Source: an optimization exercise on an open RTL-to-GDS flow (aim: small area and a short achievable clock period). Production flows keep margins and buffers that such runs may drop.
Where RTL was checked, it was by simulation tests only, not by an equivalence proof against the original.
Power is estimated from default activity; no workload was simulated.

## rev 12
Design bit_population_counter, start of the top module:
module bit_population_counter #(
  parameter WIDTH                 = 256
) (
  input  logic                    clk_i,
  input  logic                    srst_i,
  input  logic [WIDTH-1:0]        data_i,
  input  logic                    data_val_i,
  output logic [$clog2(WIDTH):0]  data_o,
  output logic                    data_val_o
);
Settings: LEC_CHECK=0, CAP_MARGIN=20, CORE_MARGIN=2, CORE_UTILIZATION=65, CTS_BUF_LIST=sky130_fd_sc_hd__clkbuf_8, SLEW_MARGIN=20, SYNTH_HIERARCHICAL=1; clock period 11.0 ns.
standard.sh (not shown) runs the stock make flow with config.mk's settings and CLKGATE_MAP_FILE= SYNTH_SCRIPT=/design/flow/synth_recipe.tcl, a recipe that flattens the netlist after the stock synthesis.
==> flow/flow/run.sh <==
#!/bin/bash
# The standard layout (standard.sh), with plain buf_1 cells as the port buffers and a
# small clock tree. The make output goes to standard.log; each ORFS step logs to orfs/logs/.
set -euo pipefail
export BUFFER_PORTS_ARGS="-buffer_cell sky130_fd_sc_hd__buf_1"
export CTS_ARGS="-sink_clustering_enable -repair_clock_nets -dont_use_dummy_load -buf_list sky130_fd_sc_hd__clkbuf_8"
bash standard.sh > standard.log 2>&1
The final layout from rev 12, which completed every stage, passed the timing, DRC and antenna checks at the end of the flow.
Changes in rev 13 relative to rev 12:
--- a/flow/design.v
+++ b/flow/design.v
@@ -10,20 +10,27 @@
 endmodule
 module pc_ha (
   input  logic a,
   input  logic b,
   output logic s,
   output logic co
 );
   assign s  = a ^ b;
   assign co = a & b;
 endmodule
+module pc_cpa (
+  input  logic [8:0] x,
+  output logic [8:0] s
+);
+  assign s = {1'b0, x[7], x[6], x[5], x[4], x[3], x[2], x[1], x[0]}
+           + {1'b0, 1'b0, 1'b0, 1'b0, 1'b0, 1'b0, 1'b0, 1'b0, x[8]};
+endmodule
 module bit_population_counter #(
   parameter WIDTH                 = 256
 ) (
   input  logic                    clk_i,
   input  logic                    srst_i,
   input  logic [WIDTH-1:0]        data_i,
   input  logic                    data_val_i,
   output logic [$clog2(WIDTH):0]  data_o,
   output logic                    data_val_o
 );
@@ -328,13 +335,12 @@
   pc_fa u_s475 (.a(cs_q[6]), .b(cs_q[7]), .ci(cs_q[8]), .s(s475), .co(c476));
   pc_fa u_s477 (.a(cs_q[9]), .b(cs_q[10]), .ci(cs_q[11]), .s(s477), .co(c478));
   pc_fa u_s479 (.a(c474), .b(s475), .ci(s477), .s(s479), .co(c480));
   pc_fa u_s481 (.a(cs_q[12]), .b(cs_q[13]), .ci(cs_q[14]), .s(s481), .co(c482));
   pc_fa u_s483 (.a(cs_q[15]), .b(c476), .ci(c478), .s(s483), .co(c484));
   pc_fa u_s485 (.a(s481), .b(c480), .ci(s483), .s(s485), .co(c486));
   pc_fa u_s487 (.a(cs_q[16]), .b(cs_q[17]), .ci(cs_q[18]), .s(s487), .co(c488));
   pc_fa u_s489 (.a(cs_q[19]), .b(c482), .ci(s487), .s(s489), .co(c490));
   pc_fa u_s491 (.a(c484), .b(s489), .ci(c486), .s(s491), .co(c492));
   pc_fa u_s493 (.a(c488), .b(c490), .ci(c492), .s(s493), .co(c494));
-assign data_o = {1'b0, c494, s493, s491, s485, s479, s473, cs_q[2], cs_q[0]}
-              + {1'b0, 1'b0, 1'b0, 1'b0, 1'b0, 1'b0, 1'b0, 1'b0, cs_q[1]};
+  pc_cpa u_cpa (.x({cs_q[1], c494, s493, s491, s485, s479, s473, cs_q[2], cs_q[0]}), .s(data_o));
 endmodule
### Flow results
- Compared rev 13 against rev 12; XOR/XNOR share of the synthesized area within noise.
- First-iteration DRC count (rev 13 / rev 12): 0.72
- Comparing rev 12 with rev 13, the final clock period utilization by the worst path came out essentially unchanged.
- The sequential cell area share was comparable across rev 12 and rev 13.
- NOTE first-pass GRT wire length rev 12->rev 13 decreased slightly
- Changes observed in rev 13 relative to rev 12: routed wire length moved down; wire length on met2 has increased; area of all placed cells without fillers now sits at about the same level.
- Rev 12 ended up with data_i[33] as its beginning of the critical path; rev 13 ended up with data_i[63].
- The setup slack of rev 13 is higher than that of rev 12.
- Rev 12 and rev 13 ended up with roughly the same share of power burned in the clock network.
- Taking rev 12 as the reference, in rev 13 switching share of power level; switching power total increased by 15 uW relative to the old numbers; horizontal die dimension was more or less identical.
- [rev 13] placed wire-length estimate fell 130 um relative to rev 12
No functional check of the RTL was part of rev 12.


old:
bit_population_counter, a different RTL version from the one above (not shown whole).
For scale: roughly 25 flip-flops, ~270 I/O pins, roughly 5700 µm² of cells after synthesis.
clock: 11.0 ns
lec_check: 0
cap_margin: 20
core_margin: 2
core_utilization: 40
cts_buf_list: sky130_fd_sc_hd__clkbuf_8
slew_margin: 20
synth_hierarchical: 1
Scripts as last shown in full above: flow/flow/run.sh
Looking at the reports, old completed the entire flow and the layout it produced met the timing, DRC and antenna checks.
For new, these inputs were changed with respect to old:
--- a/flow/design.v
+++ b/flow/design.v
@@ -30,15 +30,15 @@
   input  logic                    clk_i,
   input  logic                    srst_i,
   input  logic [WIDTH-1:0]        data_i,
   input  logic                    data_val_i,
   output logic [$clog2(WIDTH):0]  data_o,
   output logic                    data_val_o
 );
-logic [23:0] cs_d, cs_q;
+logic [24:0] cs_d, cs_q;
 logic s1, c2, s3, c4, s5, c6, s7, c8, s9, c10, s11, c12, s13, c14, s15, c16;
 logic s17, c18, s19, c20, s21, c22, s23, c24, s25, c26, s27, c28, s29, c30, s31, c32;
 logic s33, c34, s35, c36, s37, c38, s39, c40, s41, c42, s43, c44, s45, c46, s47, c48;
 logic s49, c50, s51, c52, s53, c54, s55, c56, s57, c58, s59, c60, s61, c62, s63, c64;
 logic s65, c66, s67, c68, s69, c70, s71, c72, s73, c74, s75, c76, s77, c78, s79, c80;
 logic s81, c82, s83, c84, s85, c86, s87, c88, s89, c90, s91, c92, s93, c94, s95, c96;
 logic s97, c98, s99, c100, s101, c102, s103, c104, s105, c106, s107, c108, s109, c110, s111, c112;
@@ -293,15 +293,14 @@
   pc_fa u_s449 (.a(c416), .b(c418), .ci(s441), .s(s449), .co(c450));
   pc_fa u_s451 (.a(s443), .b(s445), .ci(s447), .s(s451), .co(c452));
   pc_fa u_s453 (.a(c420), .b(c422), .ci(c424), .s(s453), .co(c454));
   pc_fa u_s455 (.a(c426), .b(c428), .ci(c430), .s(s455), .co(c456));
   pc_fa u_s457 (.a(c436), .b(c438), .ci(c440), .s(s457), .co(c458));
   pc_fa u_s459 (.a(c442), .b(c444), .ci(c446), .s(s459), .co(c460));
   pc_fa u_s461 (.a(c448), .b(s457), .ci(c450), .s(s461), .co(c462));
-  pc_fa u_s463 (.a(s459), .b(c452), .ci(c454), .s(s463), .co(c464));
 assign cs_d[0] = s251;  
 assign cs_d[1] = s253;  
 assign cs_d[2] = s373;  
 assign cs_d[3] = s375;  
 assign cs_d[4] = s377;  
 assign cs_d[5] = c376;  
 assign cs_d[6] = s427;  
@@ -311,40 +310,42 @@
 assign cs_d[10] = s433;  
 assign cs_d[11] = s449;  
 assign cs_d[12] = s451;  
 assign cs_d[13] = c432;  
 assign cs_d[14] = c434;  
 assign cs_d[15] = s453;  
 assign cs_d[16] = s455;  
-assign cs_d[17] = c456;  
-assign cs_d[18] = s461;  
-assign cs_d[19] = s463;  
-assign cs_d[20] = c458;  
-assign cs_d[21] = c460;  
-assign cs_d[22] = c462;  
-assign cs_d[23] = c464;  
+assign cs_d[17] = s459;  
+assign cs_d[18] = c452;  
+assign cs_d[19] = c454;  
+assign cs_d[20] = c456;  
+assign cs_d[21] = s461;  
+assign cs_d[22] = c458;  
+assign cs_d[23] = c460;  
+assign cs_d[24] = c462;  
 always_ff @( posedge clk_i )
   cs_q <= cs_d;
 always_ff @( posedge clk_i )
   begin
     if( srst_i )
       data_val_o <= 1'b0;
     else
       data_val_o <= data_val_i;
   end
-  pc_fa u_s465 (.a(cs_q[5]), .b(cs_q[6]), .ci(cs_q[7]), .s(s465), .co(c466));
-  pc_fa u_s467 (.a(cs_q[11]), .b(cs_q[12]), .ci(cs_q[13]), .s(s467), .co(c468));
-  pc_ha u_s469 (.a(cs_q[14]), .b(cs_q[15]), .s(s469), .co(c470));
-  pc_ha u_s471 (.a(cs_q[17]), .b(cs_q[18]), .s(s471), .co(c472));
-  pc_ha u_s473 (.a(cs_q[20]), .b(cs_q[21]), .s(s473), .co(c474));
+  pc_fa u_s463 (.a(cs_q[5]), .b(cs_q[6]), .ci(cs_q[7]), .s(s463), .co(c464));
+  pc_fa u_s465 (.a(cs_q[11]), .b(cs_q[12]), .ci(cs_q[13]), .s(s465), .co(c466));
+  pc_ha u_s467 (.a(cs_q[14]), .b(cs_q[15]), .s(s467), .co(c468));
+  pc_fa u_s469 (.a(cs_q[17]), .b(cs_q[18]), .ci(cs_q[19]), .s(s469), .co(c470));
+  pc_ha u_s471 (.a(cs_q[20]), .b(cs_q[21]), .s(s471), .co(c472));
+  pc_ha u_s473 (.a(cs_q[22]), .b(cs_q[23]), .s(s473), .co(c474));
   pc_ha u_s475 (.a(cs_q[8]), .b(cs_q[9]), .s(s475), .co(c476));
-  pc_fa u_s477 (.a(cs_q[16]), .b(s469), .ci(c466), .s(s477), .co(c478));
-  pc_fa u_s479 (.a(cs_q[19]), .b(c470), .ci(s471), .s(s479), .co(c480));
-  pc_fa u_s481 (.a(cs_q[22]), .b(cs_q[23]), .ci(c472), .s(s481), .co(c482));
+  pc_fa u_s477 (.a(cs_q[16]), .b(s467), .ci(c464), .s(s477), .co(c478));
+  pc_fa u_s479 (.a(c468), .b(s471), .ci(c466), .s(s479), .co(c480));
+  pc_fa u_s481 (.a(cs_q[24]), .b(c472), .ci(s473), .s(s481), .co(c482));
   pc_ha u_s483 (.a(cs_q[2]), .b(cs_q[3]), .s(s483), .co(c484));
-  pc_fa u_s485 (.a(cs_q[10]), .b(s475), .ci(s465), .s(s485), .co(c486));
-  pc_fa u_s487 (.a(c476), .b(s467), .ci(s477), .s(s487), .co(c488));
-  pc_fa u_s489 (.a(c468), .b(c478), .ci(s479), .s(s489), .co(c490));
-  pc_fa u_s491 (.a(s473), .b(c480), .ci(s481), .s(s491), .co(c492));
+  pc_fa u_s485 (.a(cs_q[10]), .b(s475), .ci(s463), .s(s485), .co(c486));
+  pc_fa u_s487 (.a(c476), .b(s465), .ci(s477), .s(s487), .co(c488));
+  pc_fa u_s489 (.a(s469), .b(c478), .ci(s479), .s(s489), .co(c490));
+  pc_fa u_s491 (.a(c470), .b(c480), .ci(s481), .s(s491), .co(c492));
   pc_ha u_s493 (.a(c474), .b(c482), .s(s493), .co(c494));
   pc_cpa u_cpa (.x({s493, s491, s489, s487, s485, cs_q[4], cs_q[1], c494, c492, c490, c488, c486, c484, s483, cs_q[0]}), .s(data_o));
 endmodule
--- outcome ---
Measured against each other, new and old differ in multi-input gate share of the layout cell area, the higher figure coming from old. Per the comparison of new with old, synthesis-stage register bit count rose 1, area growth from synthesis to layout about even, wire length rose 1.6%. Compared with old, new shows wire length of the first global-routing pass that has gone up by a few percent. Between old and new, the flow reports via count decreasing slightly. Minimum setup slack in the final design was higher in the run labelled old. In new the global-route usage turned out 0.98 points higher than in old. Summary of new over old: sequential group share of total power dropped 0.3 points, combinational power climbed about 5%, half-perimeter wire length after placement climbed 150 µm. Compared new vs old, and power is up in new.
No functional check of the RTL was part of any run of this note.

-- separate check: timing with driven ports --
Ports are ideal in the flow. The routed layouts listed here were re-timed in OpenROAD.
Step 1 sets driving cells, clkbuf_16 on the clock port and buf_2 on the other inputs (assumed; they add their load-dependent delay and slew).
Step 2 adds t to the input delays and takes it off the output delays; t is the mean of the earliest and latest rising clock arrival at the registers after step 1. Input paths then give back, and output paths get back, about the clock's delay inside the block.
a / b / c = no drivers / after step 1 / after step 2; a / b = the first two.
run	t, ns	slack for setup (ns)	worst slew at a driven data input, ns
rev 12	0.282	5.288 / 5.293 / 5.011	0.06
rev 13	0.283	5.303 / 5.297 / 5.013	0.05
old	0.292	5.463 / 5.472 / 5.179	0.05
new	0.300	5.421 / 5.394 / 5.255	0.05
After both steps every run listed still meets setup and hold. For rev 13, which loses most, drivers alone change the setup slack by -0.006 ns; drivers and shift together by -0.290 ns.
